This is an optimization exercise on Yosys and OpenROAD, whose aim is small area, not a production implementation. The RTL was checked by simulation tests, not by an equivalence proof against the original design. Power and IR drop assume default switching activity.

<file path="flow/config.mk">
export PLATFORM = sky130hd
export DESIGN_NAME = Pong
export DESIGN_NICKNAME = Pong
export VERILOG_FILES = /design/flow/design.v
export SDC_FILE = /design/flow/constraint.sdc
export NUM_CORES = 4
export LEC_CHECK = 0
export ABC_AREA = 1
export CAP_MARGIN = 20
export CORE_MARGIN = 2
export CORE_UTILIZATION = 40
export CTS_BUF_LIST = sky130_fd_sc_hd__clkbuf_4
export SLEW_MARGIN = 20
</file>
<file path="flow/constraint.sdc">
create_clock -name core_clock -period 10.0 [get_ports {CLOCK_50}]
set_input_delay 2.0000 -clock core_clock [delete_from_list [all_inputs] [get_ports {CLOCK_50}]]
set_output_delay 2.0000 -clock core_clock [all_outputs]
set_load 0.01 [all_outputs]
</file>
<file path="flow/design.v">
module Pong
	(
		LEDR,
		CLOCK_50,
		KEY,
		HEX0,
		HEX1,
		HEX2,
		HEX3,
		HEX4,
		HEX5,
		HEX6,
		HEX7,
		PLOT_X,
		PLOT_Y,
		PLOT_COLOUR,
		PLOT_EN
	);
	input         CLOCK_50;
	input  [3:0]  KEY;
	output [15:0] LEDR;
	output [6:0]  HEX0, HEX1, HEX2, HEX3, HEX4, HEX5, HEX6, HEX7;
	output [7:0]  PLOT_X;
	output [6:0]  PLOT_Y;
	output [2:0]  PLOT_COLOUR;
	output        PLOT_EN;
	wire rst    = ~KEY[0];
	wire startN = KEY[1];
	wire upN    = KEY[2];
	wire downN  = KEY[3];
	localparam [3:0]
		S_RGP   = 4'd0,   
		S_RG0   = 4'd1,   
		S_RG    = 4'd2,   
		S_START = 4'd3,
		S_DB    = 4'd4,   
		S_DP0   = 4'd5,   
		S_DP    = 4'd6,   
		S_PWU   = 4'd7,
		S_PU    = 4'd8,
		S_PWD   = 4'd9,
		S_PD    = 4'd10,
		S_BM    = 4'd11,  
		S_RBC   = 4'd12;  
	localparam [7:0] INITIAL_X = 8'd79;
	localparam [6:0] INITIAL_Y = 7'd59;
	localparam [6:0] INITIAL_PADDLE_Y = 7'd55;
	reg [1:0] div;
	wire tick = (div == 2'd0);
	reg [3:0] st;
	reg [7:0] x;
	reg [6:0] y;
	reg       col;
	reg [7:0] bx;
	reg [6:0] by;
	reg [6:0] py;
	reg [3:0] score;
	reg       xr;     
	reg       yd;     
	reg [3:0] bc;     
	reg [2:0] sc;     
	reg [2:0] bs;     
	reg [2:0] rpc;    
	reg       l12;
	wire in_bm  = (st == S_BM);
	wire in_rbc = (st == S_RBC);
	wire bc4 = (bc == 4'd4);
	wire [7:0] bx_n = bx + {{7{bc4 & ~xr}}, bc4 | bc[0]};
	wire [6:0] by_n = by + {{6{bc4 & ~yd}}, bc4 | bc[1]};
	wire s1 = (sc == 3'd1);
	wire [14:0] xy_inc = {y, x} + 15'd1;
	wire pu = (st == S_PU);
	wire [6:0] py_pm = py + {{6{pu}}, 1'b1};
	wire rpc_draw = (rpc != 3'd4);
	wire [2:0] rpc_inc = (rpc == 3'd5) ? 3'd1 : rpc + 3'd1;
	wire [6:0] py_top = py + 7'd16;
	wire hit = (py <= by) && (by <= py_top);
	always @(posedge CLOCK_50) begin
		if (rst) begin
			div   <= 2'd0;
			st    <= S_RGP;
			x     <= 8'd0;
			y     <= 7'd0;
			col   <= 1'b0;
			bx    <= INITIAL_X;
			by    <= INITIAL_Y;
			py    <= INITIAL_PADDLE_Y;
			score <= 4'd0;
			xr    <= 1'b0;
			yd    <= 1'b0;
			bc    <= 4'd0;
			sc    <= 3'd0;
			bs    <= 3'd0;
			rpc   <= 3'd0;
			l12   <= 1'b0;
		end else begin
			div <= div + 2'd1;
			if (tick) begin
				l12 <= 1'b0;
				if (~startN) begin
					xr <= 1'b0;
					yd <= 1'b0;
				end else begin
					if (by == 7'd2)   yd <= 1'b1;
					if (by == 7'd120) yd <= 1'b0;
					if (bx == 8'd2 && hit) begin
						xr <= 1'b1;
						if (!xr) score <= score + 4'd1;
					end
					if (bx == 8'd160) xr <= 1'b0;
					if (bx == 8'd1)   score <= 4'd0;
				end
				case (st)
					S_RGP: st <= S_RG0;
					S_RG0: st <= S_RG;
					S_RG: begin
						{y, x} <= xy_inc;
						if ({y, x} == 15'h4FFF) st <= S_START;
					end
					S_START: if (~startN) st <= S_DB;
					S_DB: begin
						if (bc == 4'd12) st <= S_DP0;
						if (bc4) bc <= 4'd12;
						else begin
							x   <= bx_n;
							y   <= by_n;
							bc  <= bc + 4'd1;
							col <= 1'b1;
						end
					end
					S_DP0: begin
						x   <= 8'd0;
						y   <= py;
						col <= 1'b1;
						bc  <= 4'd0;
						st  <= S_DP;
					end
					S_DP: begin
						if (x[0] && y == 7'd70) begin
							x  <= 8'd0;
							y  <= py;
							st <= S_PWU;
						end else begin
							x <= {7'd0, ~x[0]};
							y <= y + {6'd0, x[0]};
						end
					end
					S_PWU: st <= upN ? S_PWD : S_PU;
					S_PWD: st <= downN ? S_BM : S_PD;
					S_PU, S_PD: begin
						if (rpc == 3'd5) st <= S_BM;
						if (rpc_draw) begin
							x   <= {7'd0, rpc[0] & ~rpc[2]};
							y   <= pu ? py_pm : py;
							col <= pu;
							rpc <= rpc_inc;
						end else begin
							rpc <= 3'd5;
							py  <= py_pm;
						end
					end
					S_BM: begin
						if (bc == 4'd12) st <= S_RBC;
						if (bc4) begin
							bx <= bx_n;
							by <= by_n;
							l12 <= 1'b1;
						end
						if (bc < 4'd12) begin
							if (bc < 4'd4 || s1) begin
								x   <= bx_n;
								y   <= by_n;
								col <= s1;
							end
							if (bc < 4'd4 || s1) bc <= bc + 4'd1;
							else if (bc4) bc <= 4'd8;
							if (bs == 3'd4) begin
								bs <= 3'd0;
								sc <= ((s1 && bc == 4'd11) ? 3'd0 : sc) + 3'd1;
							end else begin
								bs <= bs + 3'd1;
								if (s1 && bc == 4'd11) sc <= 3'd0;
							end
						end
					end
					S_RBC: begin
						bc <= 4'd0;
						if (bc == 4'd0) st <= S_PWU;
					end
					default: st <= S_RGP;
				endcase
			end
		end
	end
	wire rg = (st == S_RGP) || (st == S_RG0) || (st == S_RG);
	wire led0 = (st == S_DB);
	wire led1 = (st == S_DP0) || (st == S_DP);
	wire led2 = pu;
	wire led3 = (st == S_PD);
	wire led4 = in_bm;
	wire led5 = in_rbc;
	wire led6 = rg;
	assign LEDR[6:0]  = {led6, led5, led4, led3, led2, led1, led0};
	assign LEDR[8:7]  = 2'b00;
	assign LEDR[9]    = in_bm && (bc == 4'd12);
	assign LEDR[10]   = 1'b0;
	assign LEDR[11]   = in_bm && (bc >= 4'd1) && (bc <= 4'd4);
	assign LEDR[12]   = l12;
	assign LEDR[14:13] = 2'b00;
	assign LEDR[15]   = 1'b0;
	assign PLOT_X = x;
	assign PLOT_Y = y;
	assign PLOT_COLOUR = {3{col}};
	assign PLOT_EN = led0 | led1 | led2 | led3 | led4 | led6;
	assign HEX6 = 7'b111_1111;
	hex_decoder h7(score, HEX7);
	hex_decoder h1({1'b0, by[6:4]}, HEX1);
	hex_decoder h0(by[3:0], HEX0);
	hex_decoder h3(bx[7:4], HEX3);
	hex_decoder h2(bx[3:0], HEX2);
	hex_decoder h5({1'b0, py[6:4]}, HEX5);
	hex_decoder h4(py[3:0], HEX4);
endmodule
module hex_decoder(hex_digit, segments);
	input [3:0] hex_digit;
	output [6:0] segments;
	localparam [15:0] T0 = 16'b0010100000010010;
	localparam [15:0] T1 = 16'b1101100001100000;
	localparam [15:0] T2 = 16'b1101000000000100;
	localparam [15:0] T3 = 16'b1000011010010010;
	localparam [15:0] T4 = 16'b0000001010111010;
	localparam [15:0] T5 = 16'b0010000010001110;
	localparam [15:0] T6 = 16'b0001000010000011;
	assign segments = {T6[hex_digit], T5[hex_digit], T4[hex_digit], T3[hex_digit],
	                   T2[hex_digit], T1[hex_digit], T0[hex_digit]};
endmodule
</file>
<file path="flow/run.sh">
#!/bin/bash
# synth_recipe.tcl (not shown) runs the flow's synth.tcl, then flattens the netlist and writes it again
# the make line also repeats each setting of config.mk as NAME=value (left out here)
make -C /OpenROAD-flow-scripts/flow DESIGN_CONFIG=/design/flow/config.mk WORK_HOME=/design/flow/orfs CLKGATE_MAP_FILE= SYNTH_SCRIPT=/design/flow/synth_recipe.tcl finish
</file>
==> results of run 1 <==
area by class of cell:
class | instances | area share
Clock buffer | 14 | 0.0143
Clock inverter | 1 | 0.000683
Inverter | 136 | 0.0696
Multi-Input combinational cell | 738 | 0.588
Sequential cell | 64 | 0.175
Tap cell | 216 | 0.0369
Timing Repair Buffer | 86 | 0.116
per-stage QoR:
step | power (µW) | instance area [µm²] | hold slack [ns] | worst slack, ns | utilization
after global placement | 1130 | 7220 | 0.404 | 5.85 | 0.459
after global routing | 1410 | 7330 | 0.435 | 5.10 | 0.466
after detailed placement | 1120 | 7220 | 0.407 | 5.79 | 0.459
after CTS | 1290 | 7330 | 0.422 | 5.31 | 0.466
after floorplan | 912 | 6410 | 0.393 | 6.42 | -
final | 1290 | 7330 | 0.419 | 5.35 | 0.466
per-layer routing:
layer,global-route usage,part of all wire,up-vias
met5,0,0,-
met1,0.315,0.49,2938
met2,0.330,0.43,191
met4,0.0702,0.016,0
met3,0.0316,0.059,20
li1,-,-,3348
layout by cell type (no fill, tap or decap), types with 7 or more instances in the layout:
master,instances
o211ai_1,21
dfxtp_1,64
o21ai_0,76
nand3_1,67
clkbuf_4,14
xnor2_1,8
o221ai_1,9
ha_1,70
nor3_1,9
a31oi_1,7
inv_2,8
conb_1,13
xor2_1,13
o21ai_1,8
nor2_1,81
inv_1,126
nand2_1,204
clkdlybuf4s50_1,82
nand4_1,16
a21oi_1,67
sequential cells by signal, indices dropped and copies added (netlist names):
name,cells
bc,4
bs,3
bx,8
by,7
col,1
div,2
l12,1
py,7
rpc,3
sc,3
score,4
st,4
x,8
xr,1
y,7
yd,1
how the worst max path moves through the flow:
stage	start	end	cells after the start
2_1_floorplan	bc[0]	LEDR[11]	5
3_3_place_gp	bc[0]	LEDR[11]	5
3_5_place_dp	bc[0]	LEDR[11]	5
4_1_cts	bc[0]	LEDR[11]	5
5_1_grt	st[0]	PLOT_EN	6
6_report	st[0]	PLOT_EN	6
power by group:
| part | switching [µW] | internal (µW) | total, µW |
|---|---|---|---|
| sequential | 73.3 | 300 | 373 |
| combinational | 469 | 286 | 755 |
| clock | 99.9 | 63.9 | 164 |
| total | 642 | 650 | 1290 |
critical path: cells and delay by family, from the launching register on:
family | cells | cell delay, ns
buffers and inverters | 2 | 0.64
AND/OR/NAND/NOR | 3 | 1.03
AO/OA/AOI/OAI | 1 | 0.11
flip-flops | 1 | 0.46
cell families after synthesis:
group                    after synthesis
AND/OR/NAND/NOR                      412
AO/OA/AOI/OAI                        221
buffers and inverters                186
adder cells (fa/ha/maj)               71
flip-flops                            64
XOR/XNOR                              21
other                                  2
==> notes.md, run 1 <==
run status=finished clean; final worst path period need=4.65 ns; aggregate global routing overflow=0; worst r2r dst=x[6]; period utilization=0.465; Leakage=0.00341 µW; Synth top cells by count=nand2_1, inv_1, nor2_1; Port Buf Inserts=82; final max-slew violation count=0; WS Path Type=reg2out; Simple-Gate Fraction of Synth Area=0.293; r2r setup slk=6.72 ns; drt initial violations=531; Startpoint Class=flop; CTS max path bufs=2; Tightest Hold Check Type=reg2reg; Setup Skew=0.0172 ns; Std-Cell Rows=46; post-cts sizing count=0; P&R area growth vs syn=15.1%; # DRC=0; # fillers=1689; GRT Util Overall=0.217; ys flop type=dfxtp_1; RSZ-0062 raised after global routing=no; ys async rst share=0; ant diodes=0; vias=6497; WL/cell=14.3 µm; Worst Path Arrival=2.65 ns; RePlAce Congestion=0.934; vias in the first global route=5763; dpl cells=1240; largest family of logic cells by synthesized area=simple AND/OR/NAND/NOR gates; CTS buffer count=9; Yosys top cell by area=dfxtp_1; largest net degree at the start of global routing=37; Post-CTS Setup Bufs=0; I/O Pins=96; first-pass GRT wire length=29.1 mm; number of nets in the final layout=1111; Slew @ Worst Pin=0.917 ns; count leader, synth=nand2_1; Synth Area per Inst=6.52 µm²; vias per inst=5.18; sequential cell area=1280 µm²; cells on worst reg2reg path=14; Initial Utilization=0.405; Reg2Reg Launch Point=bc[0]; critical path required time=8.00 ns; Post-Synthesis Cell Area=6370 µm²; max-cap violations=0; CP max-delay cell=nor2_1; synthesized netlist cell count=977; FF+latch count, synth=64; sequential-to-total area share from yosys stat=0.201; Area contributors post-synth=dfxtp_1, ha_1, nand2_1; drt first pass iters=5; post-synthesis mux area share=0; area of the core=15700 µm²; Clock Sink Count=64; Post-DRT Antenna Nets=0; f_max=215 MHz; share of cells above drive strength 1=0.0587; Clock Latency Late Sink=0.42 ns; max_slew headroom=0.386; post-DP HPWL=13.9 mm; Worst Hold Path EP=div[0]; Most common cell on crit path=nor2_1; multi-input logic area=4310 µm²; hold_buf cts=0; Post-Synth Adder-Cell Area=0.141; CTS tree=done; compound-gate portion of the synthesized area=0.206; Die Y=130 µm; Power Density=176 nW/µm²; synth warn=1; Crit. End Element=primary output; chip width=130 µm; final hold violation count=0; hold path startpoint=div[0]; VDD IR max=0.154 mV; Reg clk slew, reported paths=0.10 ns; XOR/XNOR share of the synthesized area=0.0289; initial antenna violation count=0; EDFF count, synth=0; Synth cell types=50; DIE AREA=16900 µm²; Worst Path Max Fanout=11; Root Driver=clkbuf_4; Post-Route WL=18.0 mm; share of the synthesized area in the top cell type=0.201; CP cell instances=inv_1 -> nor2_1 -> o21ai_2 -> nor2_1 -> nand2_1 -> clkdlybuf4s50_1; max incr delay on CP=0.70 ns; Post-Route Setup TNS=0 ns; hold path cells=1; Setup-failing EPs final=0; H-tree depth=3; Non-Filler Instances=1255
==> inputs of run 2 (changes only) <==
==> flow/config.mk (replaced) <==
export PLATFORM = sky130hd
export DESIGN_NAME = Pong
export DESIGN_NICKNAME = Pong
export VERILOG_FILES = /design/flow/design.v
export SDC_FILE = /design/flow/constraint.sdc
export NUM_CORES = 4
export LEC_CHECK = 0
export CAP_MARGIN = 20
export CORE_MARGIN = 2
export CORE_UTILIZATION = 40
export SLEW_MARGIN = 20
==> notes.md, run 2 <==
Initial Utilization=0.405 (about the same); vias per inst=5.53 (was 5.18); WL/cell=16.0 µm (was 14.3 µm); EDFF count, synth=0 (unchanged); Worst Path Max Fanout=23 (was 11); hold_ws=0.410 ns (was 0.419 ns); max-cap violations=0 (unchanged); run status=finished clean (unchanged); Simple-Gate Fraction of Synth Area=0.248 (was 0.293); vias in the first global route=5507 (was 5763); synthesized netlist cell count=854 (was 977); Setup-failing EPs final=0 (unchanged); Synth top cells by count=nor2_1, ha_1, o21ai_0 (was nand2_1, inv_1, nor2_1); DIE AREA=16900 µm² (about the same); max incr delay on CP=0.75 ns (was 0.70 ns); commonest cells after routing, fill and taps aside=clkdlybuf4s50_1, nor2_1, o21ai_0, ha_1, nand2_1 (was nand2_1, inv_1, clkdlybuf4s50_1, nor2_1, o21ai_0); post-synthesis mux area share=0.0335 (was 0); worst r2r dst=x[7] (was x[6]); share of the synthesized area in the top cell type=0.202 (was 0.201); Yosys top cell by area=dfxtp_1 (unchanged); # DRC=0 (unchanged); CP max-delay cell=dfxtp_1 (was nor2_1); VDD IR max=0.0775 mV (was 0.154 mV); ys async rst share=0 (unchanged); RePlAce Congestion=0.892 (was 0.934); Area contributors post-synth=dfxtp_1, ha_1, o21ai_0 (was dfxtp_1, ha_1, nand2_1); compound-gate portion of the synthesized area=0.235 (was 0.206); Reg2Reg Launch Point=bc[1] (was bc[0]); Buf/Inv on CP=2 (unchanged); Root Driver=clkbuf_16 (was clkbuf_4); FF+latch count, synth=64 (unchanged); CP cell instances=or4b_1 -> inv_1 -> clkdlybuf4s50_1 (was inv_1 -> nor2_1 -> o21ai_2 -> nor2_1 -> nand2_1 -> clkdlybuf4s50_1); Post-Synth Adder-Cell Area=0.143 (was 0.141); Synth cell types=79 (was 50); # fillers=1570 (was 1689); CTS max path bufs=2 (unchanged); f_max=218 MHz (was 215 MHz); post-DP HPWL=13.1 mm (was 13.9 mm); initial antenna violation count=0 (unchanged); Post-CTS Setup Bufs=0 (unchanged); Post-Synthesis Cell Area=6360 µm² (was 6370 µm²); Worst Path Arrival=2.58 ns (was 2.65 ns); number of nets in the final layout=961 (was 1111); area of the core=15700 µm² (unchanged); Synth Area per Inst=7.44 µm² (was 6.52 µm²); largest family of logic cells by synthesized area=simple AND/OR/NAND/NOR gates (unchanged); Post-DRT Antenna Nets=0 (unchanged); Tightest Hold Check Type=reg2reg (unchanged); drt initial violations=555 (was 531); Port Buf Inserts=82 (unchanged); ys flop type=dfxtp_1 (unchanged); hold path cells=1 (unchanged); H-tree depth=3 (unchanged); Std-Cell Rows=46 (unchanged); I/O Pins=96 (unchanged); cells on worst reg2reg path=11 (was 14); r2r setup slk=6.49 ns (was 6.72 ns); Die Y=130 µm (about the same); sequential-to-total area share from yosys stat=0.202 (was 0.201); CTS tree=done (unchanged); Slew @ Worst Pin=1.02 ns (was 0.917 ns); critical path required time=8.00 ns (about the same); GRT Util Overall=0.215 (was 0.217); RSZ-0062 raised after global routing=no (unchanged); ant diodes=0 (unchanged); Worst Setup SP=st[3] (was st[0]); Startpoint Class=flop (unchanged); vias=6115 (was 6497); Clock Sink Count=64 (unchanged); sequential cell area=1280 µm² (unchanged); count leader, synth=nor2_1 (was nand2_1); CP Capture Point=LEDR[2] (was PLOT_EN); XOR/XNOR share of the synthesized area=0.0496 (was 0.0289); Post-Route WL=17.7 mm (was 18.0 mm); Clock Latency Late Sink=0.35 ns (was 0.42 ns); Leakage=0.00294 µW (was 0.00341 µW); Non-Filler Instances=1106 (was 1255); biggest regs=bx: 8 flops, x: 8 flops (unchanged); largest net degree at the start of global routing=37 (unchanged); final max-slew violation count=0 (unchanged); CTS buffer count=9 (unchanged); Crit. End Element=primary output (unchanged); hold_buf cts=0 (unchanged); final worst path period need=4.58 ns (was 4.65 ns); drt first pass iters=7 (was 5); first-pass GRT wire length=28.8 mm (was 29.1 mm); Crit path depth=3 (was 6); Power Density=90.2 nW/µm² (was 176 nW/µm²); WS Path Type=reg2out (unchanged); crit-path leading delay family=buffers and inverters (was simple AND/OR/NAND/NOR gates); Reg clk slew, reported paths=0.06 ns (was 0.10 ns); final hold violation count=0 (unchanged); post-cts sizing count=0 (unchanged); period utilization=0.458 (was 0.465); Setup Skew=0.00433 ns (was 0.0172 ns); share of cells above drive strength 1=0.0371 (was 0.0587); max_slew headroom=0.322 (was 0.386); multi-input logic area=4550 µm² (was 4310 µm²); dpl cells=1090 (was 1240); Final Total Pwr=672 µW (was 1290 µW); Post-Route Setup TNS=0 ns (unchanged); aggregate global routing overflow=0 (unchanged); chip width=130 µm (about the same); fin util=0.474 (was 0.466); synth warn=1 (unchanged); most common cell after layout, fill and taps aside=clkdlybuf4s50_1 (was nand2_1); P&R area growth vs syn=17.2% (was 15.1%)
run 2: changes by cell type after synthesis, moves of 14 or more:
cell / delta
xnor2_1: +21
a21oi_1: -20
nand2b_1: +18
inv_1: -82
or3_1: +14
clkbuf_1: +26
nand3_1: -37
nand2_1: -137
mux2i_1: +19
run 2: where the power goes:
| part | leakage [µW] | switching (µW) | internal (µW) |
|---|---|---|---|
| Clock | 0.000148 | 123 | 205 |
| Combinational | 0.00228 | 36.1 | 29.3 |
| Sequential | 0.000517 | 16.8 | 260 |
| Total | 0.00294 | 176 | 495 |
run 2: final cells by class:
class	instances	area share
clock inverters	5	0.00739
inverters	46	0.0232
flip-flops and latches	64	0.172
clock buffers	11	0.0339
repair buffers	87	0.116
multi-input cells	677	0.611
well taps	216	0.0363
run 2: stage by stage:
step	worst slack [ns]	area, µm²
2_1_floorplan	6.51	6400
3_3_place_gp	5.83	7130
3_5_place_dp	5.80	7140
4_1_cts	5.42	7450
5_1_grt	5.29	7450
6_report	5.42	7450
run 2: worst min path at each step:
stage | startpoint | to
floorplan | div[0] | div[0]
global route | div[0] | div[0]
CTS | div[0] | div[0]
global placement | div[0] | div[0]
detailed placement | div[0] | div[0]
finish | div[0] | div[0]
run 2: per-layer routing:
metal  share of wire  routed length (µm)  GRT usage  up-vias
met1            0.49                8690      0.296     2842
met5               0                   0          0        -
li1                -                   -          -     3110
met2            0.45                7950      0.342      149
met3           0.048                 857     0.0394       14
met4           0.013                 235     0.0651        0
run 2: worst reg2reg max path: stages, from the launching register on:
cell and delay [ns]:
dfxtp_1 0.34, inv_1 0.17, ha_1 0.31, nand3b_1 0.32, nor2_1 0.62, ha_1 0.35, a21oi_1 0.19, o211ai_1 0.16
o41ai_1 0.49, xnor2_1 0.20, nand3_1 0.09, a31oi_1 0.19
run 2: cell families after synthesis:
family	after synthesis
adders and majority gates	72
xor gates and xnor gates	36
and+or+nand+nor	307
other	2
muxes	21
DFF	64
AOI/OAI and AO/OA	228
buffers and inverters	124

separate check: timing with driven ports:
Ports are ideal in the flow. The routed layouts listed here were re-timed in OpenROAD. Step 1: set_driving_cell puts a clkbuf_16 on CLOCK_50 and a buf_2 on each other input, an assumption about the parent block. Step 2 also shifts input and output timing later by t, the mid clock arrival at the registers, as if the neighbouring blocks saw the same clock. Slacks: ideal / step 1 / step 2; pairs: ideal / step 1.
run | t, ns | setup slack, ns | latest minus earliest clock arrival (ns) | cell pins on the clock port's net
run 1 | 0.446 | 5.348 / 5.316 / 5.761 | 0.018 / 0.017 | 1
run 2 | 0.381 | 5.418 / 5.381 / 5.762 | 0.005 / 0.004 | 1
After both steps setup and hold are still met in every run listed.
